Context: an optimization exercise on an open-source flow, tuned for small area, a short achievable clock period and few clock cycles per item. The choices shown serve that exercise and are no tape-out recipe. Only simulation tests tie the RTL to the original design; equivalence was not proved.

==> flow/design.v <==
`default_nettype none
`default_nettype wire
`default_nettype none
`default_nettype wire
`default_nettype none
module pipelined_div_radix2 #(
		parameter COMB_BUSY = 0
	)(
		input wire iCLOCK,
		input wire inRESET,
		input wire iREMOVE,
		output wire oSOURCE_BUSY,
		input wire iSOURCE_VALID,
		input wire iSOURCE_SIGN,
		input wire [31:0] iSOURCE_DIVIDEND,
		input wire [31:0] iSOURCE_DIVISOR,
		input wire iOUT_BUSY,
		output wire oOUT_VALID,
		output wire [31:0] oOUT_DATA_Q,
		output wire [31:0] oOUT_DATA_R
	);
	localparam [2:0] PH_FIRST = 3'd0;
	localparam [2:0] PH_ITER  = 3'd1;
	localparam [2:0] PH_NEG1  = 3'd2;
	localparam [2:0] PH_NEG2  = 3'd3;
	localparam [2:0] PH_PSUB  = 3'd4;
	localparam [2:0] PH_ZERO  = 3'd5;
	reg b_run;
	reg b_valid;
	reg [2:0] b_ph;
	reg b_post;			 
	reg b_an;			 
	reg b_bn;			 
	reg b_cin;			 
	reg [5:0] b_sa;		 
	reg [5:0] b_cnt;	 
	reg [31:0] b_r;		 
	reg [31:0] b_y;		 
	reg [31:0] b_q;		 
	wire accept = iSOURCE_VALID && !oSOURCE_BUSY && !iREMOVE;
	wire src_an = iSOURCE_SIGN && iSOURCE_DIVIDEND[31];
	wire src_bn = iSOURCE_SIGN && iSOURCE_DIVISOR[31];
	function [5:0] func_clz;
		input [31:0] v;
		integer i;
		begin
			func_clz = 6'd32;
			for(i = 0; i < 32; i = i + 1)begin
				if(v[i])begin
					func_clz = 6'd31 - i[5:0];
				end
			end
		end
	endfunction
	wire qn = b_an ^ b_bn;
	wire [5:0] first_d = b_cnt - b_sa;
	wire first_skip = first_d[5];
	wire [4:0] first_j = first_d[4:0];
	wire first_bz = (b_cnt == 6'd32) && !b_bn;
	wire ph_first = (b_ph == PH_FIRST);
	wire ph_iter = (b_ph == PH_ITER);
	wire amt_zero = qn && (ph_first || (b_ph == PH_NEG2));
	wire [4:0] sh_amt = amt_zero? 5'd0 : (ph_first? first_j : b_cnt[4:0]);
	wire [31:0] sh_y = (b_q << sh_amt) ^ {32{!b_bn}};
	wire [32:0] add_s = {1'b0, b_r} + {1'b0, b_y} + {32'd0, b_cin};
	wire step_ok = add_s[32];
	wire last_iter = (b_cnt == 6'd0);
	reg fin;
	always@* begin
		case(b_ph)
			PH_FIRST : fin = first_bz || first_skip;
			PH_ITER  : fin = last_iter && !b_an;
			PH_NEG2  : fin = b_post;
			PH_ZERO  : fin = !b_an;
			default  : fin = 1'b0;
		endcase
	end
	generate
		if(COMB_BUSY)begin : GEN_COMB_BUSY
			assign oSOURCE_BUSY = b_run || (b_valid && iOUT_BUSY);
		end
		else begin : GEN_REG_BUSY
			assign oSOURCE_BUSY = b_run || b_valid;
		end
	endgenerate
	always@(posedge iCLOCK or negedge inRESET)begin
		if(!inRESET)begin
			b_run <= 1'b0;
			b_valid <= 1'b0;
		end
		else if(iREMOVE)begin
			b_run <= 1'b0;
			b_valid <= 1'b0;
		end
		else if(accept)begin
			b_run <= 1'b1;
			b_valid <= 1'b0;
		end
		else if(b_run)begin
			if(fin)begin
				b_run <= 1'b0;
				b_valid <= 1'b1;
			end
		end
		else if(!iOUT_BUSY)begin
			b_valid <= 1'b0;
		end
	end
	always@(posedge iCLOCK)begin
		b_sa <= func_clz(iSOURCE_DIVIDEND);
		case(b_ph)
			PH_FIRST : b_y <= b_an? ~b_r : sh_y;
			PH_NEG1  : b_y <= ~b_r;
			PH_ITER  : b_y <= {1'b1, b_y[31:1]};
			default  : b_y <= sh_y;
		endcase
	end
	always@(posedge iCLOCK)begin
		if(accept)begin
			b_ph <= PH_FIRST;
			b_post <= 1'b0;
			b_an <= src_an;
			b_bn <= src_bn;
			b_cnt <= func_clz((iSOURCE_DIVISOR ^ {32{src_bn}}) | {31'd0, src_bn});
			b_r <= iSOURCE_DIVIDEND;
			b_q <= iSOURCE_DIVISOR;
		end
		else if(b_run)begin
			case(b_ph)
				PH_FIRST : begin
					b_cnt <= {1'b0, first_j};
					b_cin <= !b_bn;
					if(first_bz)begin
						b_q <= {{31{!b_an}}, 1'b1};
					end
					else if(first_skip)begin
						b_q <= 32'd0;
					end
					else if(b_an)begin
						b_cin <= 1'b1;
						b_r <= 32'd0;
						b_ph <= PH_NEG2;
					end
					else if(qn)begin
						b_ph <= PH_PSUB;
					end
					else begin
						b_q <= 32'd0;
						b_ph <= PH_ITER;
					end
				end
				PH_NEG1 : begin
					b_cin <= 1'b1;
					b_r <= 32'd0;
					b_ph <= PH_NEG2;
				end
				PH_NEG2 : begin
					b_r <= add_s[31:0];
					b_cin <= !b_bn;
					if(b_post)begin
						b_ph <= PH_NEG2;
					end
					else if(qn)begin
						b_ph <= PH_PSUB;
					end
					else begin
						b_q <= 32'd0;
						b_ph <= PH_ITER;
					end
				end
				PH_PSUB : begin
					b_q <= 32'hFFFFFFFF;
					if(step_ok)begin
						b_r <= add_s[31:0];
						b_ph <= PH_ITER;
					end
					else begin
						b_ph <= PH_ZERO;
					end
				end
				PH_ZERO : begin
					b_q <= 32'd0;
					b_post <= 1'b1;
					b_ph <= PH_NEG1;
				end
				default : begin
					b_cnt <= b_cnt - 6'd1;
					b_q <= {b_q[30:0], step_ok ^ qn};
					if(step_ok)begin
						b_r <= add_s[31:0];
					end
					if(last_iter)begin
						b_post <= 1'b1;
						b_ph <= PH_NEG1;
					end
				end
			endcase
		end
	end
	assign oOUT_VALID = b_valid;
	assign oOUT_DATA_Q = b_q;
	assign oOUT_DATA_R = b_r;
endmodule
`default_nettype wire
==> flow/flow/run.sh <==
#!/bin/bash
cp standard.sh standard_sh.txt
export SETUP_SLACK_MARGIN=6.4
bash standard.sh > standard.log 2>&1
==> flow/standard.sh <==
#!/bin/bash
# synth_recipe.tcl (not shown) runs the flow's synth.tcl, then flattens the netlist and writes it again
# the make line also repeats each setting of config.mk as NAME=value (left out here)
make -C /OpenROAD-flow-scripts/flow DESIGN_CONFIG=/design/flow/config.mk WORK_HOME=/design/flow/orfs CLKGATE_MAP_FILE= SYNTH_SCRIPT=/design/flow/synth_recipe.tcl "${@:-finish}"
==> flow/config.mk <==
export PLATFORM = sky130hd
export DESIGN_NAME = pipelined_div_radix2
export DESIGN_NICKNAME = pipelined_div_radix2
export VERILOG_FILES = /design/flow/design.v
export SDC_FILE = /design/flow/constraint.sdc
export NUM_CORES = 4
export LEC_CHECK = 0
export CAP_MARGIN = 20
export CORE_MARGIN = 2
export CORE_UTILIZATION = 40
export SLEW_MARGIN = 20
==> flow/constraint.sdc <==
create_clock -name core_clock -period 10.0 [get_ports {iCLOCK}]
set_input_delay 2.0000 -clock core_clock [delete_from_list [all_inputs] [get_ports {iCLOCK}]]
set_output_delay 2.0000 -clock core_clock [all_outputs]
set_load 0.01 [all_outputs]
==> results.yml, run 1 <==
min_path:
  hold_path.class: "flip-flop to flip-flop"
  min_path_cells: 2
yosys:
  syn_inst: 1313
  synthDistinctLibCells: 79
  ys_seq_elements: 117
  synth-edff-count: 73
  ys.flop_type: "edfxtp_1"
  synth_fp_nets: 1425
  yosys_warnings: 1
  synth.avg_cell_area_um2: 8.10
  yosysSeqAreaShare_pct: 29.0
  synth_area_mm2: 0.0106
  ys_async_sr_fraction_pct: 1.71
sta:
  min_period_over_period_pct: 35.8
  tns_ns: 0
  fmaxAchievable_mhz: 280
  setup-violations-final: 0
  skew_ns: 0.0115
  rsz0062_at_grt: "true"
  worstMarginPinSlew_ns: 1.00
  post-route-min-period_ns: 3.58
  slew_viol_final: 0
  relSlewSlack_pct: 32.4
  hold_viol: 0
floorplanning:
  initial_core_util_pct: 40.8
  row_count: 59
  core_area_mm2: 0.0261
  ioPinCount: 136
  fp.dieH_um: 167
  die-area_mm2: 0.0279
  die_width_um: 167
critical_path:
  ff2ff_path_depth: 14
  regToRegEndpoint: "b_r[3]"
  critPathRequiredTime_ns: 10.13
  regToRegSetupSlack_ns: 6.42
  cp-endpoint: "b_r[3]"
  rr_startpoint: "b_cin"
  cp_max_fo: 16
  end_kind: "flip-flop"
  critPathLaunchType: "flip-flop"
  path_class: "flip-flop to flip-flop"
  crit_start: "b_cin"
  cp.arrival_ns: 3.71
status:
  status: "timing/DRC/antenna clean"
drt:
  drc: 0
  wl_per_cell_um: 21.6
  vias_per_cell: 6.21
  ant_nets: 0
  vias: 11200
  drt_iter0_drc: 1103
  firstDrtPassIters: 6
  routed_wl_um: 38900
clocking:
  clock_tree.buffer_depth: 2
  cts_tree: "done"
  cts_inserted_buffers: 17
  clock-sinks: 117
  root_buffer: "clkbuf_16"
  clkTransAtPathRegs_ns: 0.06
  worstSkewPairLatency_ns: 0.43
  ctsHoldBuffers: 0
  htreeDepth: 4
layout:
  nets: 1568
  antennaDiodeCount: 0
  mostFrequentLayoutCell: "a21oi_1"
  drive_gt1_share_pct: 14.2
  finalInstanceArea_mm2: 0.0137
  layout_common_cells: "129 x a21oi_1, 113 x nand2_1, 113 x nor2_1, 112 x clkdlybuf4s50_1, 109 x o21ai_0"
  area_growth_pct: 28.7
job:
  drv_cap: 0
grt:
  grt_use_total_pct: 26.5
  grt_pass1_wl_um: 58500
  overflow: 0
  grt_max_degree: 33
  grt_pass1_vias: 10300
  grt_antenna_before_repair: 0
place:
  place_area_mm2: 0.0123
  hpwl_um: 27500
  place_congestion: 0.959
  numPortBuffers: 135
==> cell type report <==
type                       instances  area (µm²)
clock buffer                      21         482
clock inverter                    11        98.8
fill                            2454       12400
inverter                          54         214
multi-input combinational       1061        7270
sequential                       117        3080
tap                              335         419
timing repair buffer             204        2120
timing repair inverter             1        7.51
==> per-stage QoR <==
step	utilization, %	hold WS (ns)	cells	worst slack, ns
after detailed placement	47.1	0.523	1725	5.13
final	52.5	0.535	1804	6.42
after CTS	51.1	0.535	1781	6.27
after floorplan	-	0.488	1313	6.26
after global routing	52.5	0.562	1804	6.33
after global placement	47.1	0.512	1725	5.17
==> worst max-delay path, stage by stage (launching register included) <==
cell and delay (ns):
edfxtp_1 0.52, fa_2 0.29, inv_2 0.04, fa_2 0.34
nor2b_1 0.13, o21a_1 0.18, o21ai_4 0.08, a211oi_4 0.30
o21ai_2 0.13, o21a_2 0.27, o311ai_4 0.28, a22oi_2 0.12
o31ai_4 0.26, buf_4 0.16, buf_12 0.15
==> logic make-up after synthesis <==
family                     after synthesis  synth area share [%]
AOI/OAI and AO/OA                      530                  32.9
xor gates and xnor gates                48                  3.95
adders and majority gates               42                  5.15
buffers and inverters                  135                  5.45
DFF                                    117                  29.0
muxes                                   62                  7.12
and+or+nand+nor                        379                  16.5
==> synth_stat cells (8+ instances only) <==
master | instances | area (µm²)
a21oi_1 | 133 | 666
nor2_1 | 120 | 450
o21ai_0 | 115 | 576
nand2_1 | 114 | 428
edfxtp_1 | 73 | 2190
clkbuf_1 | 58 | 218
inv_1 | 53 | 199
dfxtp_1 | 42 | 841
ha_1 | 39 | 488
mux2i_1 | 37 | 370
o211ai_1 | 33 | 248
nand3_1 | 31 | 155
o22ai_1 | 31 | 194
xnor2_1 | 30 | 263
a22o_1 | 28 | 245
nor3_1 | 27 | 135
a211oi_1 | 23 | 173
a21o_1 | 20 | 150
xor2_1 | 18 | 158
nor2b_1 | 17 | 106
mux2_2 | 15 | 169
a31oi_1 | 13 | 81.3
o221ai_1 | 13 | 114
nand2b_1 | 11 | 68.8
buf_2 | 10 | 50.1
o21bai_1 | 10 | 75.1
a32oi_1 | 9 | 78.8
mux4_2 | 9 | 203
nand4_1 | 9 | 56.3
nor4_1 | 9 | 56.3
and2_1 | 8 | 50.1
o21a_1 | 8 | 60.1
o21ai_1 | 8 | 40.0
o31ai_1 | 8 | 60.1
or3_1 | 8 | 50.1
==> what timing repair did <==
action,in CTS,in global routing
setup buffers,19,19
gates cloned,5,4
pin swaps,16,27
gates resized for setup,61,59
setup endpoints to repair,121,89
==> flip-flops by register name, summed over array words and instances, names as in the netlist <==
signal and cells:
b_y 32, b_ph 3, b_r 32, b_bn 1
b_valid 1, b_cin 1, b_run 1, b_cnt 6
b_q 32, b_post 1, b_sa 6, b_an 1
==> per-layer routing <==
layer  track usage (%)  part of all wire, %
met5                 0                    0
met4              8.43                  2.5
met3              4.35                  7.3
met2              43.2                   48
met1              35.9                   43
==> worst min path at each step <==
stage | startpoint | slack (ns) | to
5_1_grt | b_y[11] | 0.56 | b_y[10]
3_5_place_dp | b_y[11] | 0.52 | b_y[10]
3_3_place_gp | b_y[11] | 0.51 | b_y[10]
4_1_cts | b_y[11] | 0.53 | b_y[10]
2_1_floorplan | b_y[11] | 0.49 | b_y[10]
6_report | b_y[11] | 0.53 | b_y[10]
Testbench counts, summed over its fixed seeds: cycles 33,050, items 2,048.
==> run 2, diff against run 1 <==
==> flow/flow/run.sh (replaced) <==
#!/bin/bash
cp standard.sh standard_sh.txt
export SETUP_SLACK_MARGIN=6.6
bash standard.sh > standard.log 2>&1
==> run 2 against run 1 <==
Cell area grew 11%. Register-to-register slack lost 0.05 ns. Routed wire length grew 10%. Clock skew grew 0.0012 ns. Area after synthesis is the same. Critical path depth grew 1. Synthesized cell count is the same. Largest cell class unchanged. Sequential cell count is the same.
==> results.yml, run 2 <==
clocking:
  worstSkewPairLatency_ns: 0.43
  cts_tree: "done"
  cts_inserted_buffers: 17
  root_buffer: "clkbuf_16"
  ctsHoldBuffers: 0
  clock_tree.buffer_depth: 2
  clkTransAtPathRegs_ns: 0.06
  htreeDepth: 4
  clock-sinks: 117
sta:
  setup-violations-final: 0
  relSlewSlack_pct: 32.2
  worstMarginPinSlew_ns: 1.01
  skew_ns: 0.0127
  min_period_over_period_pct: 36.3
  post-route-min-period_ns: 3.63
  tns_ns: 0
  hold_viol: 0
  slew_viol_final: 0
  fmaxAchievable_mhz: 276
  rsz0062_at_grt: "true"
critical_path:
  cp_slowest_cell: "edfxtp_1"
  crit_family: "compound AO/OA/AOI/OAI gates"
  cp_max_fo: 8
  critPathLaunchType: "flip-flop"
  critPathRequiredTime_ns: 10.15
  end_kind: "flip-flop"
  path_class: "flip-flop to flip-flop"
  cpMostUsedCell: "fa_2"
  max_stage_delay_ns: 0.54
  cp_cell_sequence: "fa_2 -> inv_2 -> fa_2 -> nor2b_1 -> o21a_1 -> o21ai_4 -> a211oi_4 -> o21ai_2 -> o21a_2 -> o311ai_4 -> a22oi_2 -> o31ai_4 -> buf_6 -> buf_12 -> buf_16"
  path_buf_inv: 4
  cp.arrival_ns: 3.77
drt:
  vias_per_cell: 6.33
  drt_iter0_drc: 1063
  firstDrtPassIters: 5
  routed_wl_um: 42900
  ant_nets: 0
  wl_per_cell_um: 22.6
  drc: 0
  vias: 12000
layout:
  nets: 1660
  area_growth_pct: 42.3
  drive_gt1_share_pct: 24.3
  antennaDiodeCount: 0
  mostFrequentLayoutCell: "a21oi_1"
  finalInstanceArea_mm2: 0.0151
  reg_top3: "b_q: 32 flops, b_r: 32 flops, b_y: 32 flops"
  layout_common_cells: "125 x a21oi_1, 124 x buf_4, 111 x nor2_1, 104 x nand2_1, 104 x o21ai_0"
yosys:
  synthDistinctLibCells: 79
  yosysSeqAreaShare_pct: 29.0
  synth.most_common_cell: "a21oi_1"
  ys_seq_elements: 117
  ys_async_sr_fraction_pct: 1.71
  synth_area_mm2: 0.0106
  synth_top_area_share_pct: 20.6
  ys.flop_type: "edfxtp_1"
  synthTopCellsByCount: "133 x a21oi_1, 120 x nor2_1, 115 x o21ai_0, 114 x nand2_1, 73 x edfxtp_1"
  yosys.area.top_type: "edfxtp_1"
  yosys_warnings: 1
  synth_fp_nets: 1425
  synth_area_leaders: "edfxtp_1 21%, dfxtp_1 7.9%, a21oi_1 6.3%"
  syn_inst: 1313
  synth.avg_cell_area_um2: 8.10
  synth-edff-count: 73
floorplanning:
  ioPinCount: 136
  core_area_mm2: 0.0261
  row_count: 59
  fp.dieH_um: 167
  die-area_mm2: 0.0279
  initial_core_util_pct: 40.8
  die_width_um: 167
status:
  status: "timing/DRC/antenna clean"
grt:
  grt_antenna_before_repair: 0
  overflow: 0
  grt_use_total_pct: 28.3
  grt_pass1_wl_um: 62500
  grt_max_degree: 35
  grt_pass1_vias: 10900
min_path:
  hold_path.class: "flip-flop to flip-flop"
place:
  hpwl_um: 27500
  place_congestion: 0.979
  numPortBuffers: 135
  place_area_mm2: 0.0123
job:
  drv_cap: 0
-- run 2: worst paths after layout --
kind	from	endpoint	slack, ns	cells past startpoint
min	b_y[11]	b_y[10]	0.53	2
max	b_cin	b_r[27]	6.37	15
min reg2reg	b_y[11]	b_y[10]	0.53	2
min in group asynchronous	inRESET	b_run	1.72	1
max reg2reg	b_cin	b_r[27]	6.37	15
max in group asynchronous	inRESET	b_run	8.15	1
-- run 2: area by class of cell --
cell class	instances	area [µm²]
fillers	2293	10900
multi-input cells	1063	7800
flip-flops and latches	117	3090
repair buffers	294	3010
clock buffers	25	529
well taps	335	419
inverters	54	228
clock inverters	7	65.1
repair inverters	1	8.76
-- run 2: cells by family after synthesis --
kind of cell	Yosys count	synth area share [%]
AOI/OAI and AO/OA	530	32.9
and+or+nand+nor	379	16.5
buffers and inverters	135	5.45
DFF	117	29.0
muxes	62	7.12
xor gates and xnor gates	48	3.95
adders and majority gates	42	5.15
-- run 2: what timing repair did --
action / CTS / global route
pin swaps: 34 / 64
buffers inserted: 75 / 52
cloned: 8 / 6
hold endpoints to repair: 0 / 0
resized for setup: 172 / 165
setup endpoints to repair: 225 / 134
-- run 2: metrics by stage --
stage | hold slack (ns) | worst slack, ns | cells | util, %
2_1_floorplan | 0.488 | 6.26 | 1313 | -
3_3_place_gp | 0.515 | 5.47 | 1723 | 47.2
3_5_place_dp | 0.518 | 5.39 | 1723 | 47.2
4_1_cts | 0.529 | 6.40 | 1838 | 53.8
5_1_grt | 0.573 | 6.27 | 1896 | 58.1
6_report | 0.529 | 6.37 | 1896 | 58.1
-- run 2: metal layers --
| layer | global-route usage [%] | wire length [µm] | up-vias | part of all wire (%) |
|---|---|---|---|---|
| li1 | - | - | 5489 | - |
| met1 | 38.5 | 17900 | 5812 | 42 |
| met2 | 45.9 | 20000 | 596 | 47 |
| met3 | 4.61 | 3350 | 106 | 7.8 |
| met4 | 9.60 | 1630 | 0 | 3.8 |
| met5 | 0 | 0 | - | 0 |
-- run 2: worst min-delay path, stage by stage (launching register included) --
cell     delay (ns)
dfxtp_1        0.33
a21oi_1        0.07
o21ai_1        0.10
==> run 3, diff against run 2 <==
==> flow/flow/run.sh (replaced) <==
#!/bin/bash
cp standard.sh standard_sh.txt
export SETUP_SLACK_MARGIN=6.4
# Port buffers: the smallest buffer (resizing still upsizes where needed)
export BUFFER_PORTS_ARGS="-buffer_cell sky130_fd_sc_hd__buf_1"
bash standard.sh > standard.log 2>&1
==> run 3 against run 2 <==
Hold slack improved by 0.016 ns. Sequential share of layout area increased by 4.2 points. Die area unchanged. Global-route usage decreased by 2.3 points. Synthesized cell count did not move. Critical path type unchanged. Critical endpoint is now b_r[21]. Largest cell class unchanged.
==> results.yml, run 3 <==
drt:
  drc: 0
  vias: 11100
  firstDrtPassIters: 6
  wl_per_cell_um: 20.9
  routed_wl_um: 37400
  drt_iter0_drc: 1037
  vias_per_cell: 6.19
  ant_nets: 0
yosys:
  synth-edff-count: 73
  yosysSeqAreaShare_pct: 29.0
  synth.most_common_cell: "a21oi_1"
  syn_inst: 1313
  synthDistinctLibCells: 79
  synth_area_mm2: 0.0106
  synth_fp_nets: 1425
  ys_seq_elements: 117
  yosys.area.top_type: "edfxtp_1"
  synthTopCellsByCount: "133 x a21oi_1, 120 x nor2_1, 115 x o21ai_0, 114 x nand2_1, 73 x edfxtp_1"
  ys_async_sr_fraction_pct: 1.71
  synth.avg_cell_area_um2: 8.10
  synth_area_leaders: "edfxtp_1 21%, dfxtp_1 7.9%, a21oi_1 6.3%"
  synth_top_area_share_pct: 20.6
  ys.flop_type: "edfxtp_1"
  yosys_warnings: 1
critical_path:
  cpMostUsedCell: "fa_2"
  critPathRequiredTime_ns: 10.14
  regToRegEndpoint: "b_r[21]"
  ff2ff_path_depth: 14
  rr_startpoint: "b_cin"
  cp.arrival_ns: 3.72
  cp_cell_sequence: "fa_2 -> inv_2 -> fa_2 -> nor2b_1 -> o21a_1 -> o21ai_4 -> a211oi_4 -> o21ai_2 -> o21a_4 -> o311ai_4 -> a22oi_2 -> o31ai_4 -> buf_6 -> clkbuf_16"
  path_depth: 14
  cp_slowest_cell: "edfxtp_1"
  critPathLaunchType: "flip-flop"
  crit_family: "compound AO/OA/AOI/OAI gates"
  regToRegSetupSlack_ns: 6.42
  path_class: "flip-flop to flip-flop"
  crit_start: "b_cin"
  cp_max_fo: 8
  path_buf_inv: 3
  cp-endpoint: "b_r[21]"
  max_stage_delay_ns: 0.51
  end_kind: "flip-flop"
place:
  hpwl_um: 27100
  place_area_mm2: 0.0114
  numPortBuffers: 135
  place_ws_ns: 5.49
  place_congestion: 0.954
sta:
  relSlewSlack_pct: 40.7
  hold_viol: 0
  setup-violations-final: 0
  rsz0062_at_grt: "true"
  setup_ws_ns: 6.42
  fmaxAchievable_mhz: 280
  slew_viol_final: 0
  skew_ns: 0.0132
  worstMarginPinSlew_ns: 0.887
  min_period_over_period_pct: 35.8
  post-route-min-period_ns: 3.58
  tns_ns: 0
status:
  status: "timing/DRC/antenna clean"
job:
  drv_cap: 0
grt:
  overflow: 0
  grt_use_total_pct: 26.0
  grt_max_degree: 69
  grt_pass1_vias: 10400
  grt_antenna_before_repair: 0
  grt_pass1_wl_um: 58100
floorplanning:
  row_count: 59
  fp.dieH_um: 167
  initial_core_util_pct: 40.8
  die_width_um: 167
  ioPinCount: 136
  core_area_mm2: 0.0261
  die-area_mm2: 0.0279
layout:
  fillCellCount: 2624
  reg_top3: "b_q: 32 flops, b_r: 32 flops, b_y: 32 flops"
  finalInstanceArea_mm2: 0.0125
  layout_common_cells: "134 x buf_1, 131 x a21oi_1, 117 x nor2_1, 113 x nand2_1, 113 x o21ai_0"
  mostFrequentLayoutCell: "buf_1"
  nets: 1550
  area_growth_pct: 17.7
  antennaDiodeCount: 0
  drive_gt1_share_pct: 11.6
clocking:
  htreeDepth: 4
  cts_tree: "done"
  root_buffer: "clkbuf_16"
  clock-sinks: 117
  worstSkewPairLatency_ns: 0.43
  clkTransAtPathRegs_ns: 0.06
  clock_tree.buffer_depth: 2
  cts_inserted_buffers: 17
min_path:
  hold_path.class: "flip-flop to flip-flop"
==> run 3: cell count changes in the layout (fill, tap and decap cells not counted), sizes merged <==
| cell | previous run | this run |
|---|---|---|
| buf | 161 | 183 |
| dlygate4sd2 | 24 | 0 |
| bufinv | 1 | 0 |
| clkdlybuf4s50 | 62 | 0 |
| clkinv | 7 | 5 |
| o21ai | 125 | 124 |
| bufbuf | 4 | 1 |
| dlymetal6s2s | 28 | 0 |
| nand3 | 33 | 32 |
| clkdlybuf4s15 | 3 | 0 |
| clkinvlp | 1 | 3 |
| clkbuf | 37 | 27 |
| inv | 53 | 54 |
==> run 3: tightest hold or removal path, stage by stage, from the launching register on <==
cell     delay [ns]
dfxtp_1        0.34
a21oi_1        0.07
o21ai_1        0.10
==> run 3: logic make-up after synthesis <==
logic type               share of synthesized area [%]
flip-flops                                        29.0
AND/OR/NAND/NOR                                   16.5
adder cells (fa/ha/maj)                           5.15
AO/OA/AOI/OAI                                     32.9
buffers and inverters                             5.45
multiplexers                                      7.12
XOR/XNOR                                          3.95
==> run 3: layer usage <==
metal	routed length, µm	track usage, %
met5	0	0
met4	732	7.46
met1	16800	35.5
met2	17900	43.1
met3	2020	3.47
==> run 3: cell type report <==
class                      count  area, µm²  area share [%]
timing repair buffer         186       1030            8.19
clock buffer                  25        527            4.21
multi-input combinational   1061       7210            57.6
sequential                   117       3080            24.6
inverter                      54        206            1.65
clock inverter                 7       42.5           0.340
tap                          335        419            3.35
timing repair inverter         1       7.51          0.0599
==> run 3: metrics by stage <==
stage / cells / utilization, % / hold slack, ns
6_report: 1786 / 48.1 / 0.545
5_1_grt: 1786 / 48.1 / 0.575
4_1_cts: 1773 / 47.1 / 0.549
3_5_place_dp: 1724 / 43.9 / 0.537
3_3_place_gp: 1724 / 43.9 / 0.511
2_1_floorplan: 1313 / - / 0.488
==> run 3: worst min-delay path by stage <==
stage | startpoint | endpoint | cells past startpoint
floorplan | b_y[11] | b_y[10] | 2
global placement | b_y[11] | b_y[10] | 2
detailed placement | b_y[11] | b_y[10] | 2
CTS | b_y[11] | b_y[10] | 2
global route | b_y[11] | b_y[10] | 2
finish | b_y[11] | b_y[10] | 2
==> run 3: what timing repair did <==
action	4_1_cts	5_1_grt
resized for setup	29	30
endpoints found under the setup margin	98	74
hold buffers	0	0
setup buffers	14	12
gates cloned	3	1
endpoints found under the hold margin	0	0
pin swaps	8	9
==> run 4, diff against run 3 <==
--- a/flow/config.mk
+++ b/flow/config.mk
@@ -7,5 +7,6 @@
 export LEC_CHECK = 0
 export CAP_MARGIN = 20
 export CORE_MARGIN = 2
-export CORE_UTILIZATION = 40
+export CORE_UTILIZATION = 60
+export CTS_BUF_LIST = sky130_fd_sc_hd__clkbuf_4 sky130_fd_sc_hd__clkbuf_8
 export SLEW_MARGIN = 20
==> run 4 against run 3 <==
Via count up 1.5%. Routed wire length down 6.9%. Cell count down 6.4%. Critical path depth down 3. Highest routed layer unchanged.
==> results.yml, run 4 <==
status:
  status: "timing/DRC/antenna clean"
yosys:
  yosys_warnings: 1
  synth_fp_nets: 1425
  synth-compound-area-share_pct: 32.9
  ys_seq_elements: 117
  synth_top_area_share_pct: 20.6
  synth.avg_cell_area_um2: 8.10
  yosys-mux-area-fraction_pct: 7.12
  synth_xor_area_share_pct: 3.95
  yosys.area.top_type: "edfxtp_1"
  synth_area_mm2: 0.0106
  synth-edff-count: 73
  ys.flop_type: "edfxtp_1"
  synthDistinctLibCells: 79
  syn_inst: 1313
  synth_top_family_by_area: "compound AO/OA/AOI/OAI gates"
  yosys.area_share.adder_pct: 5.15
  yosysSeqAreaShare_pct: 29.0
  synth_area_leaders: "edfxtp_1 21%, dfxtp_1 7.9%, a21oi_1 6.3%"
  synthTopCellsByCount: "133 x a21oi_1, 120 x nor2_1, 115 x o21ai_0, 114 x nand2_1, 73 x edfxtp_1"
  yosys.area_share.simple_pct: 16.5
  ys_async_sr_fraction_pct: 1.71
  synth.most_common_cell: "a21oi_1"
layout:
  layout_common_cells: "134 x buf_1, 128 x a21oi_1, 117 x nor2_1, 113 x o21ai_0, 112 x nand2_1"
  reg_top3: "b_q: 32 flops, b_r: 32 flops, b_y: 32 flops"
  drive_gt1_share_pct: 11.9
  mostFrequentLayoutCell: "buf_1"
  nets: 1545
  stdcell_count: 1671
  antennaDiodeCount: 0
  area_growth_pct: 14.2
place:
  numPortBuffers: 135
  place_congestion: 1.04
  hpwl_um: 24700
  dp_cells: 1609
critical_path:
  cp.arrival_ns: 3.82
  end_kind: "flip-flop"
  critPathRequiredTime_ns: 10.22
  regToRegSetupSlack_ns: 6.44
  regToRegEndpoint: "b_r[16]"
  rr_startpoint: "b_cin"
  cp_max_fo: 7
  ff2ff_path_depth: 14
  path_class: "input pin to flip-flop"
  critPathLaunchType: "input pin"
floorplanning:
  row_count: 48
  die-area_mm2: 0.0188
  initial_core_util_pct: 61.5
  die_width_um: 137
  core_area_mm2: 0.0173
  fp.dieH_um: 137
  ioPinCount: 136
drt:
  vias_per_cell: 6.72
  wl_per_cell_um: 20.8
  routed_wl_um: 34800
  firstDrtPassIters: 6
  vias: 11200
  drc: 0
  drt_iter0_drc: 1020
  ant_nets: 0
sta:
  rsz0062_at_grt: "false"
  timing.hold.ws_ns: 0.537
  setup-violations-final: 0
  skew_ns: 0.0187
  min_period_over_period_pct: 36.0
  worstMarginPinSlew_ns: 0.902
  tns_ns: 0
  hold_viol: 0
  post-route-min-period_ns: 3.60
  slew_viol_final: 0
  relSlewSlack_pct: 39.3
  fmaxAchievable_mhz: 277
grt:
  overflow: 0
  grt_antenna_before_repair: 0
  grt_max_degree: 55
  grt_pass1_vias: 9966
  grt_use_total_pct: 35.7
  grt_pass1_wl_um: 52500
clocking:
  cts_tree: "done"
  ctsHoldBuffers: 0
  clock_tree.buffer_depth: 2
  htreeDepth: 4
  root_buffer: "clkbuf_8"
  clock-sinks: 117
  worstSkewPairLatency_ns: 0.47
  cts_inserted_buffers: 17
  clkTransAtPathRegs_ns: 0.07
min_path:
  hold_path.class: "flip-flop to flip-flop"
  min_path_cells: 2
  min_from: "b_y[11]"
  hold_end: "b_y[10]"
job:
  drv_cap: 0
-- run 4: cell counts after synthesis --
No cell type changed its count.
-- run 4: layer usage --
metal | vias up | share of wire [%] | global-route usage, %
li1 | 5262 | - | -
met1 | 5242 | 42 | 48.8
met2 | 631 | 45 | 55.2
met3 | 95 | 8.9 | 5.70
met4 | 0 | 4.5 | 16.3
met5 | - | 0 | 0
-- run 4: how the worst max path moves through the flow --
stage,startpoint,endpoint,slack [ns],cells past startpoint
CTS,b_cin,b_r[31],6.39,11
finish,iSOURCE_SIGN,b_cnt[1],6.40,11
detailed placement,iREMOVE,b_r[26],5.10,7
floorplan,b_r[0],b_r[0],6.26,12
global route,iSOURCE_SIGN,b_cnt[1],6.27,11
global placement,iREMOVE,b_r[24],5.23,7
-- run 4: worst max-delay path, cell delays in order --
cell	delay (ns)
buf_1	0.17
nand2_4	0.12
buf_4	0.16
clkinvlp_4	0.06
nand2_1	0.08
a221oi_1	0.37
o21ai_0	0.21
a21oi_2	0.19
o22a_1	0.17
o22ai_1	0.07
a31o_2	0.23
-- run 4: through the flow --
step | util (%) | setup slack, ns | area (µm²)
after global placement | 65.1 | 5.23 | 11300
after floorplan | - | 6.26 | 10700
after CTS | 68.5 | 6.39 | 11800
after detailed placement | 65.1 | 5.10 | 11300
after global routing | 70.2 | 6.27 | 12100
final | 70.2 | 6.40 | 12100
-- run 4: final cells by class --
| cell class | instances | area, µm² |
|---|---|---|
| clock buffers | 17 | 234 |
| clock inverters | 15 | 109 |
| fillers | 1452 | 5150 |
| inverters | 54 | 209 |
| multi-input cells | 1063 | 7250 |
| flip-flops and latches | 117 | 3080 |
| well taps | 225 | 282 |
| repair buffers | 179 | 971 |
| repair inverters | 1 | 7.51 |
-- run 4: cells by family after synthesis --
group / Yosys count
and+or+nand+nor: 379
buffers and inverters: 135
muxes: 62
xor gates and xnor gates: 48
adders and majority gates: 42
DFF: 117
AOI/OAI and AO/OA: 530
-- run 4: repair_timing --
action | 4_1_cts | 5_1_grt
buffers inserted | 10 | 13
resized for setup | 29 | 32
cloned | 3 | 4
endpoints found under the setup margin | 97 | 114
pin swaps | 7 | 12
==> run 5, diff against run 4 <==
--- a/flow/config.mk
+++ b/flow/config.mk
@@ -7,6 +7,6 @@
 export LEC_CHECK = 0
 export CAP_MARGIN = 20
 export CORE_MARGIN = 2
-export CORE_UTILIZATION = 60
+export CORE_UTILIZATION = 40
 export CTS_BUF_LIST = sky130_fd_sc_hd__clkbuf_4 sky130_fd_sc_hd__clkbuf_8
 export SLEW_MARGIN = 20
==> run 5 against run 4 <==
Core utilization down 23 points. Area after synthesis did not move. Routed wire length is 7.4% higher. Critical path type is now flip-flop to flip-flop. Die area grew 48%. Critical endpoint is now b_r[23]. Via count is 1.4% lower. Synthesized cell count did not move. Critical path depth grew 3. Count of clock-buffer cells in the layout rose by 7. Fmax rose by 0.16%. Cell area rose by 1.7%.
==> results.yml, run 5 <==
grt:
  grt_antenna_before_repair: 0
  grt_use_total_pct: 26.0
  grt_max_degree: 69
  grt_pass1_wl_um: 58100
  grt_pass1_vias: 10300
  overflow: 0
clocking:
  root_buffer: "clkbuf_8"
  worstSkewPairLatency_ns: 0.47
  clock_tree.buffer_depth: 2
  clock-sinks: 117
  cts_tree: "done"
  htreeDepth: 4
  cts_inserted_buffers: 17
  ctsHoldBuffers: 0
  clkTransAtPathRegs_ns: 0.08
sta:
  tns_ns: 0
  min_period_over_period_pct: 36.0
  post-route-min-period_ns: 3.60
  timing.hold.ws_ns: 0.548
  skew_ns: 0.0180
  setup_ws_ns: 6.40
  fmaxAchievable_mhz: 278
  setup-violations-final: 0
  relSlewSlack_pct: 39.6
  slew_viol_final: 0
  worstMarginPinSlew_ns: 0.903
  rsz0062_at_grt: "true"
  hold_viol: 0
yosys:
  synthDistinctLibCells: 79
  synth_area_mm2: 0.0106
  syn_inst: 1313
  ys.flop_type: "edfxtp_1"
  yosys_warnings: 1
  synth_fp_nets: 1425
  yosys.area.top_type: "edfxtp_1"
  synth_area_leaders: "edfxtp_1 21%, dfxtp_1 7.9%, a21oi_1 6.3%"
  yosysSeqAreaShare_pct: 29.0
  synth-edff-count: 73
  synthTopCellsByCount: "133 x a21oi_1, 120 x nor2_1, 115 x o21ai_0, 114 x nand2_1, 73 x edfxtp_1"
  ys_async_sr_fraction_pct: 1.71
  ys_seq_elements: 117
  synth_top_area_share_pct: 20.6
  synth.most_common_cell: "a21oi_1"
  synth.avg_cell_area_um2: 8.10
layout:
  antennaDiodeCount: 0
  mostFrequentLayoutCell: "buf_1"
  utilization_pct: 47.4
  stdcell_count: 1790
  reg_top3: "b_q: 32 flops, b_r: 32 flops, b_y: 32 flops"
  area_growth_pct: 16.2
  drive_gt1_share_pct: 12.0
  layout_common_cells: "134 x buf_1, 131 x a21oi_1, 116 x nor2_1, 113 x nand2_1, 113 x o21ai_0"
  finalInstanceArea_mm2: 0.0124
  nets: 1554
drt:
  drt_iter0_drc: 1088
  routed_wl_um: 37400
  vias_per_cell: 6.18
  ant_nets: 0
  firstDrtPassIters: 5
  vias: 11100
  wl_per_cell_um: 20.9
  drc: 0
floorplanning:
  ioPinCount: 136
  initial_core_util_pct: 40.8
  die-area_mm2: 0.0279
  fp.dieH_um: 167
  row_count: 59
  core_area_mm2: 0.0261
  die_width_um: 167
critical_path:
  cp.arrival_ns: 3.77
  end_kind: "flip-flop"
  critPathLaunchType: "flip-flop"
  critPathRequiredTime_ns: 10.18
  path_class: "flip-flop to flip-flop"
  cp_max_fo: 16
status:
  status: "timing/DRC/antenna clean"
place:
  dp_cells: 1724
  place_congestion: 0.954
  hpwl_um: 27100
  place_area_mm2: 0.0114
  place_ws_ns: 5.49
  numPortBuffers: 135
job:
  drv_cap: 0
min_path:
  hold_path.class: "flip-flop to flip-flop"
## run 5: logic make-up after synthesis
kind of cell	Yosys count	share of synthesized area (%)
XOR/XNOR	48	3.95
AND/OR/NAND/NOR	379	16.5
flip-flops	117	29.0
buffers and inverters	135	5.45
multiplexers	62	7.12
adder cells (fa/ha/maj)	42	5.15
AO/OA/AOI/OAI	530	32.9
## run 5: timing repair
| item | 4_1_cts | 5_1_grt |
|---|---|---|
| pin swaps | 8 | 9 |
| gates cloned | 3 | 1 |
| gates resized for setup | 28 | 27 |
| setup buffers | 13 | 17 |
| setup endpoints to repair | 97 | 62 |
| hold endpoints to repair | 0 | 0 |
## run 5: layer usage
metal	GRT usage [%]	wire (µm)
met2	43.2	18000
met3	3.18	1850
met1	35.5	16800
met5	0	0
met4	7.83	755
## run 5: area by class of cell
class	instances	area (µm²)
repair inverters	1	7.51
repair buffers	190	1040
multi-input cells	1061	7210
flip-flops and latches	117	3080
inverters	54	206
clock buffers	24	318
clock inverters	8	72.6
fillers	2655	13700
well taps	335	419
## run 5: worst paths after layout
path	startpoint	endpoint	slack [ns]	cells past startpoint
setup / recovery	b_cin	b_r[23]	6.40	14
hold / removal	b_y[11]	b_y[10]	0.55	2
setup reg to reg	b_cin	b_r[23]	6.40	14
hold reg to reg	b_y[11]	b_y[10]	0.55	2
max in group asynchronous	inRESET	b_run	8.56	1
min in group asynchronous	inRESET	b_valid	1.31	1
## run 5: worst max-delay path, stage by stage (launching register included)
cell,delay [ns]
edfxtp_1,0.53
fa_2,0.30
inv_2,0.04
fa_2,0.33
nor2b_1,0.13
o21a_1,0.19
o21ai_4,0.09
a211oi_4,0.34
o21ai_2,0.15
o21a_4,0.24
o311ai_4,0.31
a22oi_2,0.12
o31ai_4,0.19
buf_6,0.18
buf_16,0.17
==> run 6, diff against run 5 <==
--- a/flow/config.mk
+++ b/flow/config.mk
@@ -9,4 +9,6 @@
 export CORE_MARGIN = 2
 export CORE_UTILIZATION = 40
 export CTS_BUF_LIST = sky130_fd_sc_hd__clkbuf_4 sky130_fd_sc_hd__clkbuf_8
+export CTS_CLUSTER_DIAMETER = 100
+export CTS_CLUSTER_SIZE = 40
 export SLEW_MARGIN = 20
==> run 6 against run 5 <==
Non-clock buffer count unchanged. Cell area did not move. Worst setup slack did not move. Hold slack did not move.
==> results.yml, run 6 <==
status:
  status: "timing/DRC/antenna clean"
yosys:
  synth.most_common_cell: "a21oi_1"
  synth_area_leaders: "edfxtp_1 21%, dfxtp_1 7.9%, a21oi_1 6.3%"
  ys_async_sr_fraction_pct: 1.71
  yosysSeqAreaShare_pct: 29.0
  ys_seq_elements: 117
  synthDistinctLibCells: 79
  synthTopCellsByCount: "133 x a21oi_1, 120 x nor2_1, 115 x o21ai_0, 114 x nand2_1, 73 x edfxtp_1"
  ys.flop_type: "edfxtp_1"
  synth_top_area_share_pct: 20.6
  syn_inst: 1313
  synth.avg_cell_area_um2: 8.10
  synth_area_mm2: 0.0106
  synth-edff-count: 73
  synth_fp_nets: 1425
  yosys_warnings: 1
  yosys.area.top_type: "edfxtp_1"
clocking:
  clkTransAtPathRegs_ns: 0.08
  htreeDepth: 4
  clock_tree.buffer_depth: 2
  cts_tree: "done"
  root_buffer: "clkbuf_8"
  cts_inserted_buffers: 17
  ctsHoldBuffers: 0
  clock-sinks: 117
  worstSkewPairLatency_ns: 0.47
sta:
  worstMarginPinSlew_ns: 0.903
  min_period_over_period_pct: 36.0
  setup_ws_ns: 6.40
  hold_viol: 0
  post-route-min-period_ns: 3.60
  rsz0062_at_grt: "true"
  fmaxAchievable_mhz: 278
  setup-violations-final: 0
  tns_ns: 0
  relSlewSlack_pct: 39.6
  skew_ns: 0.0180
  slew_viol_final: 0
drt:
  vias_per_cell: 6.18
  drt_iter0_drc: 1088
  firstDrtPassIters: 5
  vias: 11100
  ant_nets: 0
  drc: 0
  routed_wl_um: 37400
  wl_per_cell_um: 20.9
critical_path:
  path_class: "flip-flop to flip-flop"
  cp.arrival_ns: 3.77
  critPathLaunchType: "flip-flop"
  rr_startpoint: "b_cin"
  critPathRequiredTime_ns: 10.18
  max_stage_delay_ns: 0.53
  regToRegSetupSlack_ns: 6.40
  end_kind: "flip-flop"
  cp_cell_sequence: "fa_2 -> inv_2 -> fa_2 -> nor2b_1 -> o21a_1 -> o21ai_4 -> a211oi_4 -> o21ai_2 -> o21a_4 -> o311ai_4 -> a22oi_2 -> o31ai_4 -> buf_6 -> buf_16"
  ff2ff_path_depth: 14
  cpMostUsedCell: "fa_2"
  cp_max_fo: 16
  cp_slowest_cell: "edfxtp_1"
  regToRegEndpoint: "b_r[23]"
min_path:
  min_path_cells: 2
  hold_end: "b_y[10]"
  hold_path.class: "flip-flop to flip-flop"
  min_from: "b_y[11]"
grt:
  grt_antenna_before_repair: 0
  grt_pass1_vias: 10300
  grt_pass1_wl_um: 58100
  grt_max_degree: 69
  overflow: 0
  grt_use_total_pct: 26.0
floorplanning:
  initial_core_util_pct: 40.8
  core_area_mm2: 0.0261
  ioPinCount: 136
  fp.dieH_um: 167
  die-area_mm2: 0.0279
  die_width_um: 167
  row_count: 59
place:
  place_congestion: 0.954
  hpwl_um: 27100
  numPortBuffers: 135
  place_ws_ns: 5.49
  dp_cells: 1724
layout:
  antennaDiodeCount: 0
  multi_input_area_mm2: 0.00721
  nets: 1554
  seq_area_mm2: 0.00308
  fillCellCount: 2655
  layout_common_cells: "134 x buf_1, 131 x a21oi_1, 116 x nor2_1, 113 x nand2_1, 113 x o21ai_0"
  reg_top3: "b_q: 32 flops, b_r: 32 flops, b_y: 32 flops"
  area_growth_pct: 16.2
  stdcell_count: 1790
  mostFrequentLayoutCell: "buf_1"
  drive_gt1_share_pct: 12.0
job:
  drv_cap: 0
## run 6: cell counts in the layout (fill, tap and decap cells not counted)
No cell type changed its count.
## run 6: layer usage
metal	share of wire, %	wire (µm)	GRT usage (%)	vias up
li1	-	-	-	5255
met1	45	16800	35.5	5392
met2	48	18000	43.2	376
met3	4.9	1850	3.18	48
met4	2.0	755	7.83	0
met5	0	0	0	-
## run 6: through the flow
step	util [%]	area (µm²)	hold slack, ns
2_1_floorplan	-	10700	0.488
3_3_place_gp	43.9	11400	0.511
3_5_place_dp	43.9	11400	0.537
4_1_cts	46.4	12100	0.554
5_1_grt	47.4	12400	0.580
6_report	47.4	12400	0.548
## run 6: area by class of cell
class / count / share of cell area (%)
clock inverters: 8 / 0.587
repair inverters: 1 / 0.0607
inverters: 54 / 1.67
flip-flops and latches: 117 / 24.9
clock buffers: 24 / 2.57
multi-input cells: 1061 / 58.3
well taps: 335 / 3.39
repair buffers: 190 / 8.45
## run 6: repair_timing
| action | CTS | global route |
|---|---|---|
| resized for setup | 28 | 27 |
| gates cloned | 3 | 1 |
| buffers inserted | 13 | 17 |
| endpoints found under the setup margin | 97 | 62 |
| pin swaps | 8 | 9 |
## run 6: worst max-delay path: cells and delay by family, from the launching register on
family                   cells  cell delay [ns]
flip-flops                   1             0.53
buffers and inverters        3             0.39
AND/OR/NAND/NOR              1             0.13
AO/OA/AOI/OAI                8             1.63
adder cells (fa/ha/maj)      2             0.63
## run 6: worst max-delay path by stage
stage,cells after the start,slack (ns),endpoint,from
2_1_floorplan,12,6.26,b_r[0],b_r[0]
3_3_place_gp,10,5.50,b_cnt[1],iSOURCE_DIVISOR[31]
3_5_place_dp,10,5.49,b_cnt[1],iSOURCE_DIVISOR[31]
4_1_cts,12,6.41,b_y[23],b_an
5_1_grt,14,6.32,b_r[23],b_cin
6_report,14,6.40,b_r[23],b_cin
## run 6: cells by family (layout without fill, tap and decap cells)
kind of cell,Yosys count,count (layout),share of synthesized area [%]
AO/OA/AOI/OAI,530,530,32.9
adder cells (fa/ha/maj),42,42,5.15
flip-flops,117,117,29.0
XOR/XNOR,48,48,3.95
buffers and inverters,135,277,5.45
AND/OR/NAND/NOR,379,379,16.5
multiplexers,62,62,7.12
==> run 7, diff against run 6 <==
--- a/flow/config.mk
+++ b/flow/config.mk
@@ -9,6 +9,5 @@
 export CORE_MARGIN = 2
 export CORE_UTILIZATION = 40
 export CTS_BUF_LIST = sky130_fd_sc_hd__clkbuf_4 sky130_fd_sc_hd__clkbuf_8
-export CTS_CLUSTER_DIAMETER = 100
-export CTS_CLUSTER_SIZE = 40
 export SLEW_MARGIN = 20
+export TNS_END_PERCENT = 50
==> run 7 against run 6 <==
Cell count is 0.28% higher. Sequential share of layout area decreased by 0.30 points. Cell area is 1.2% higher. Critical path type unchanged. Register-to-register slack worse by 0.08 ns. Hold slack worse by 0.022 ns. Global-route usage fell by 0.086 points.
==> results.yml, run 7 <==
place:
  hpwl_um: 27200
  place_area_mm2: 0.0114
  dp_cells: 1726
  place_congestion: 0.978
  numPortBuffers: 135
yosys:
  synth.avg_cell_area_um2: 8.10
  yosysSeqAreaShare_pct: 29.0
  yosys.area.top_type: "edfxtp_1"
  synth-edff-count: 73
  yosys_warnings: 1
  ys_seq_elements: 117
  synth_area_mm2: 0.0106
  synth_top_area_share_pct: 20.6
  ys_async_sr_fraction_pct: 1.71
  ys.flop_type: "edfxtp_1"
  synthDistinctLibCells: 79
  syn_inst: 1313
  synth.most_common_cell: "a21oi_1"
  synth_fp_nets: 1425
  synthTopCellsByCount: "133 x a21oi_1, 120 x nor2_1, 115 x o21ai_0, 114 x nand2_1, 73 x edfxtp_1"
  synth_area_leaders: "edfxtp_1 21%, dfxtp_1 7.9%, a21oi_1 6.3%"
drt:
  vias_per_cell: 6.18
  firstDrtPassIters: 6
  wl_per_cell_um: 21.0
  routed_wl_um: 37800
  drc: 0
  vias: 11100
  drt_iter0_drc: 1075
  ant_nets: 0
layout:
  nets: 1559
  area_growth_pct: 17.6
  stdcell_count: 1795
  finalInstanceArea_mm2: 0.0125
  reg_top3: "b_q: 32 flops, b_r: 32 flops, b_y: 32 flops"
  layout_common_cells: "135 x buf_1, 132 x a21oi_1, 117 x nor2_1, 113 x nand2_1, 112 x o21ai_0"
  antennaDiodeCount: 0
  drive_gt1_share_pct: 12.0
  mostFrequentLayoutCell: "buf_1"
clocking:
  clock-sinks: 117
  root_buffer: "clkbuf_8"
  ctsHoldBuffers: 0
  htreeDepth: 4
  worstSkewPairLatency_ns: 0.47
  clkTransAtPathRegs_ns: 0.08
  cts_tree: "done"
  clock_tree.buffer_depth: 2
  cts_inserted_buffers: 17
sta:
  min_period_over_period_pct: 36.8
  relSlewSlack_pct: 40.1
  slew_viol_final: 0
  tns_ns: 0
  worstMarginPinSlew_ns: 0.896
  timing.hold.ws_ns: 0.526
  rsz0062_at_grt: "true"
  post-route-min-period_ns: 3.68
  fmaxAchievable_mhz: 272
  hold_viol: 0
  skew_ns: 0.0150
  setup-violations-final: 0
critical_path:
  critPathRequiredTime_ns: 10.18
  cp.arrival_ns: 3.86
  cp_cell_sequence: "fa_2 -> inv_2 -> fa_2 -> nor2b_2 -> o21a_1 -> o21ai_4 -> a211oi_4 -> o21ai_4 -> o21a_4 -> o311ai_4 -> a22oi_2 -> o31ai_4 -> buf_6 -> buf_12"
  critPathLaunchType: "flip-flop"
  cp_slowest_cell: "edfxtp_1"
  cp_max_fo: 8
  path_buf_inv: 3
  max_stage_delay_ns: 0.53
  end_kind: "flip-flop"
  crit_family: "compound AO/OA/AOI/OAI gates"
  path_class: "flip-flop to flip-flop"
grt:
  overflow: 0
  grt_antenna_before_repair: 0
  grt_pass1_wl_um: 57500
  grt_use_total_pct: 25.9
  grt_max_degree: 69
  grt_pass1_vias: 10200
floorplanning:
  ioPinCount: 136
  fp.dieH_um: 167
  die-area_mm2: 0.0279
  row_count: 59
  initial_core_util_pct: 40.8
  core_area_mm2: 0.0261
  die_width_um: 167
status:
  status: "timing/DRC/antenna clean"
min_path:
  hold_path.class: "flip-flop to flip-flop"
job:
  drv_cap: 0
## run 7: worst reg2reg max path: cells and delay by family, from the launching register on
kind                     cells  cell delay [ns]
flip-flops                   1             0.53
buffers and inverters        3             0.37
adder cells (fa/ha/maj)      2             0.65
AO/OA/AOI/OAI                8             1.71
AND/OR/NAND/NOR              1             0.12
## run 7: logic make-up (layout without fill, tap and decap cells)
| kind of cell | after synthesis | after routing | synth area share [%] |
|---|---|---|---|
| AO/OA/AOI/OAI | 530 | 530 | 32.9 |
| XOR/XNOR | 48 | 48 | 3.95 |
| adder cells (fa/ha/maj) | 42 | 42 | 5.15 |
| buffers and inverters | 135 | 282 | 5.45 |
| flip-flops | 117 | 117 | 29.0 |
| multiplexers | 62 | 62 | 7.12 |
| AND/OR/NAND/NOR | 379 | 379 | 16.5 |
## run 7: per-layer routing
layer	up-vias	track usage [%]	share of wire (%)	wire length, µm
li1	5259	-	-	-
met1	5359	35.2	44	16600
met2	434	43.0	48	18100
met3	49	3.99	6.3	2380
met4	0	7.12	1.9	707
met5	-	0	0	0
## run 7: layout make-up
class | count | area [µm²]
Fill cell | 2662 | 13600
Multi-Input combinational cell | 1061 | 7190
Timing Repair Buffer | 195 | 1120
Sequential cell | 117 | 3080
Clock inverter | 13 | 229
Clock buffer | 19 | 249
Timing Repair inverter | 1 | 7.51
Inverter | 54 | 206
Tap cell | 335 | 419
## run 7: worst paths after layout
path | endpoint | from | slack [ns] | cells past startpoint
worst min-delay path | b_y[10] | b_y[11] | 0.53 | 2
worst max register to register | b_r[3] | b_cin | 6.32 | 14
worst max-delay path | b_r[3] | b_cin | 6.32 | 14
worst min register to register | b_y[10] | b_y[11] | 0.53 | 2
min in group asynchronous | b_valid | inRESET | 1.30 | 1
max in group asynchronous | b_run | inRESET | 8.56 | 1
## run 7: what timing repair did
action / in CTS / in global routing
gates resized for setup: 27 / 31
cloned: 3 / 3
pin swaps: 9 / 14
buffers inserted: 13 / 18
setup endpoints to repair: 101 / 88
## run 7: per-stage QoR
step           util, %  setup slack (ns)
2_1_floorplan        -              6.25
3_3_place_gp      43.9              5.50
3_5_place_dp      43.9              5.48
4_1_cts           46.8              6.38
5_1_grt           48.0              6.25
6_report          48.0              6.32
==> run 8, diff against run 7 <==
--- a/flow/config.mk
+++ b/flow/config.mk
@@ -10,4 +10,4 @@
 export CORE_UTILIZATION = 40
 export CTS_BUF_LIST = sky130_fd_sc_hd__clkbuf_4 sky130_fd_sc_hd__clkbuf_8
 export SLEW_MARGIN = 20
-export TNS_END_PERCENT = 50
+export TNS_END_PERCENT = 10
==> run 8 against run 7 <==
Still clean on timing, DRC and antenna. Count of clock-buffer cells in the layout is the same. Area after synthesis is the same. First-iteration DRC count grew 1.8%. Via count shrank 0.70%. Register-to-register slack gained 0.05 ns.
==> results.yml, run 8 <==
drt:
  drt_iter0_drc: 1094
  firstDrtPassIters: 5
  wl_per_cell_um: 21.0
  vias_per_cell: 6.18
  routed_wl_um: 37500
  drc: 0
  ant_nets: 0
  vias: 11000
yosys:
  ys.flop_type: "edfxtp_1"
  yosys.area.top_type: "edfxtp_1"
  synth_top_family_by_area: "compound AO/OA/AOI/OAI gates"
  synth_xor_area_share_pct: 3.95
  yosys_warnings: 1
  synth.most_common_cell: "a21oi_1"
  synth_top_area_share_pct: 20.6
  synth-edff-count: 73
  synth_fp_nets: 1425
  yosysSeqAreaShare_pct: 29.0
  synth-compound-area-share_pct: 32.9
  syn_inst: 1313
  synth.avg_cell_area_um2: 8.10
  ys_seq_elements: 117
  yosys-mux-area-fraction_pct: 7.12
  synthTopCellsByCount: "133 x a21oi_1, 120 x nor2_1, 115 x o21ai_0, 114 x nand2_1, 73 x edfxtp_1"
  ys_async_sr_fraction_pct: 1.71
  synth_area_mm2: 0.0106
  yosys.area_share.adder_pct: 5.15
  synth_area_leaders: "edfxtp_1 21%, dfxtp_1 7.9%, a21oi_1 6.3%"
  yosys.area_share.simple_pct: 16.5
  synthDistinctLibCells: 79
status:
  status: "timing/DRC/antenna clean"
floorplanning:
  fp.dieH_um: 167
  row_count: 59
  core_area_mm2: 0.0261
  die-area_mm2: 0.0279
  initial_core_util_pct: 40.8
  die_width_um: 167
  ioPinCount: 136
layout:
  mostFrequentLayoutCell: "buf_1"
  nets: 1549
  antennaDiodeCount: 0
  reg_top3: "b_q: 32 flops, b_r: 32 flops, b_y: 32 flops"
  layout_common_cells: "135 x buf_1, 132 x a21oi_1, 118 x nor2_1, 113 x nand2_1, 112 x o21ai_0"
  drive_gt1_share_pct: 11.0
  area_growth_pct: 16.2
clocking:
  htreeDepth: 4
  cts_inserted_buffers: 17
  cts_tree: "done"
  root_buffer: "clkbuf_8"
  clock-sinks: 117
  clock_tree.buffer_depth: 2
  clkTransAtPathRegs_ns: 0.08
  worstSkewPairLatency_ns: 0.47
critical_path:
  cp.arrival_ns: 3.98
  cp_slowest_cell: "a211oi_1"
  critPathRequiredTime_ns: 10.35
  max_stage_delay_ns: 0.34
  regToRegSetupSlack_ns: 6.37
  path_class: "input pin to flip-flop"
  crit_family: "compound AO/OA/AOI/OAI gates"
  cp_max_fo: 4
  end_kind: "flip-flop"
  cp_cell_sequence: "buf_1 -> nor2_1 -> o31ai_1 -> a211oi_1 -> o31ai_1 -> a211o_1 -> a211oi_1 -> o31ai_1 -> a211oi_1 -> nor3_1"
  path_buf_inv: 1
  critPathLaunchType: "input pin"
sta:
  fmaxAchievable_mhz: 275
  relSlewSlack_pct: 39.7
  skew_ns: 0.0196
  min_period_over_period_pct: 36.4
  tns_ns: 0
  post-route-min-period_ns: 3.64
  rsz0062_at_grt: "true"
  worstMarginPinSlew_ns: 0.902
  hold_viol: 0
  setup-violations-final: 0
  slew_viol_final: 0
  timing.hold.ws_ns: 0.522
grt:
  grt_pass1_vias: 10200
  grt_antenna_before_repair: 0
  overflow: 0
  grt_pass1_wl_um: 57100
  grt_max_degree: 69
  grt_use_total_pct: 25.7
place:
  hpwl_um: 27200
  numPortBuffers: 135
  place_congestion: 0.978
job:
  drv_cap: 0
min_path:
  hold_path.class: "flip-flop to flip-flop"
[run 8: worst paths after layout]
path	start	to	depth (start not counted)
min reg2reg	b_y[11]	b_y[10]	2
min in group asynchronous	inRESET	b_valid	1
max	iSOURCE_DIVIDEND[1]	b_sa[1]	10
max reg2reg	b_cin	b_r[1]	14
min	b_y[11]	b_y[10]	2
max in group asynchronous	inRESET	b_run	1
[run 8: cell type report]
type / count / area, µm²
clock inverters: 13 / 229
repair inverters: 1 / 7.51
well taps: 335 / 419
repair buffers: 185 / 1010
inverters: 54 / 206
fillers: 2681 / 13700
clock buffers: 19 / 249
multi-input cells: 1061 / 7160
flip-flops and latches: 117 / 3080
[run 8: cells by family (layout without fill, tap and decap cells)]
| kind of cell | Yosys count | count (layout) |
|---|---|---|
| AO/OA/AOI/OAI | 530 | 530 |
| AND/OR/NAND/NOR | 379 | 379 |
| buffers and inverters | 135 | 272 |
| flip-flops | 117 | 117 |
| multiplexers | 62 | 62 |
| XOR/XNOR | 48 | 48 |
| adder cells (fa/ha/maj) | 42 | 42 |
[run 8: per-layer routing]
metal  vias up  routed length [µm]  global-route usage, %
met1      5322               16600                   34.9
met2       414               17900                   42.5
met5         -                   0                      0
met4         0                 684                   7.16
li1       5246                   -                      -
met3        41                2260                   3.99
[run 8: stage by stage]
step | instances | worst slack, ns | utilization [%] | cell area (µm²)
after floorplan | 1313 | 6.25 | - | 10700
after global placement | 1726 | 5.50 | 43.9 | 11400
after detailed placement | 1726 | 5.48 | 43.9 | 11400
after CTS | 1770 | 6.38 | 46.5 | 12100
after global routing | 1785 | 6.28 | 47.4 | 12400
final | 1785 | 6.36 | 47.4 | 12400
[run 8: worst reg2reg max path, stage by stage, from the launching register on]
cell and delay [ns]:
edfxtp_1 0.52, fa_2 0.31, inv_2 0.04, fa_2 0.33, nor2b_1 0.11, o21a_1 0.18, o21ai_4 0.09, a211oi_4 0.40
o21ai_4 0.13, o21a_4 0.23, o311ai_4 0.28, a22oi_2 0.12, o31ai_4 0.27, buf_4 0.16, buf_12 0.15
[run 8: repair_timing]
action	4_1_cts	5_1_grt
pin swaps	9	10
resized for setup	24	21
hold buffers	0	0
buffers inserted	10	12
cloned	2	3
endpoints found under the setup margin	101	88

==> re-timing with driven ports <==
In the flow no input, the clock included, has a driving cell. The finished layouts below were timed again as built, in two steps. Step 1 assumes that a clkbuf_16 drives the clock port and a buf_2 every other input. Step 2, shift: input delay + t, output delay - t, t = (earliest + latest rising clock arrival at the registers) / 2. This alone moves slack from input paths to output paths. Slacks: no drivers / after step 1 / after step 2; pairs: no drivers / after step 1.
run | t, ns | slack for setup (ns) | worst data-port slew with drivers (ns)
run 1 | 0.473 | 6.423 / 6.406 / 5.977 | 0.04
run 2 | 0.473 | 6.371 / 6.371 / 6.186 | 0.05
run 3 | 0.472 | 6.423 / 6.423 / 6.034 | 0.03
run 4 | 0.500 | 6.396 / 6.417 / 5.917 | 0.03
run 5 | 0.502 | 6.402 / 6.402 / 6.025 | 0.03
run 6 | 0.502 | 6.402 / 6.402 / 6.025 | 0.03
run 7 | 0.512 | 6.320 / 6.320 / 5.886 | 0.04
run 8 | 0.506 | 6.361 / 6.370 / 5.876 | 0.04
After both steps every run listed still meets setup and hold. The setup slack of run 8, which loses most, moves by +0.009 ns with the drivers and by -0.485 ns with both steps.
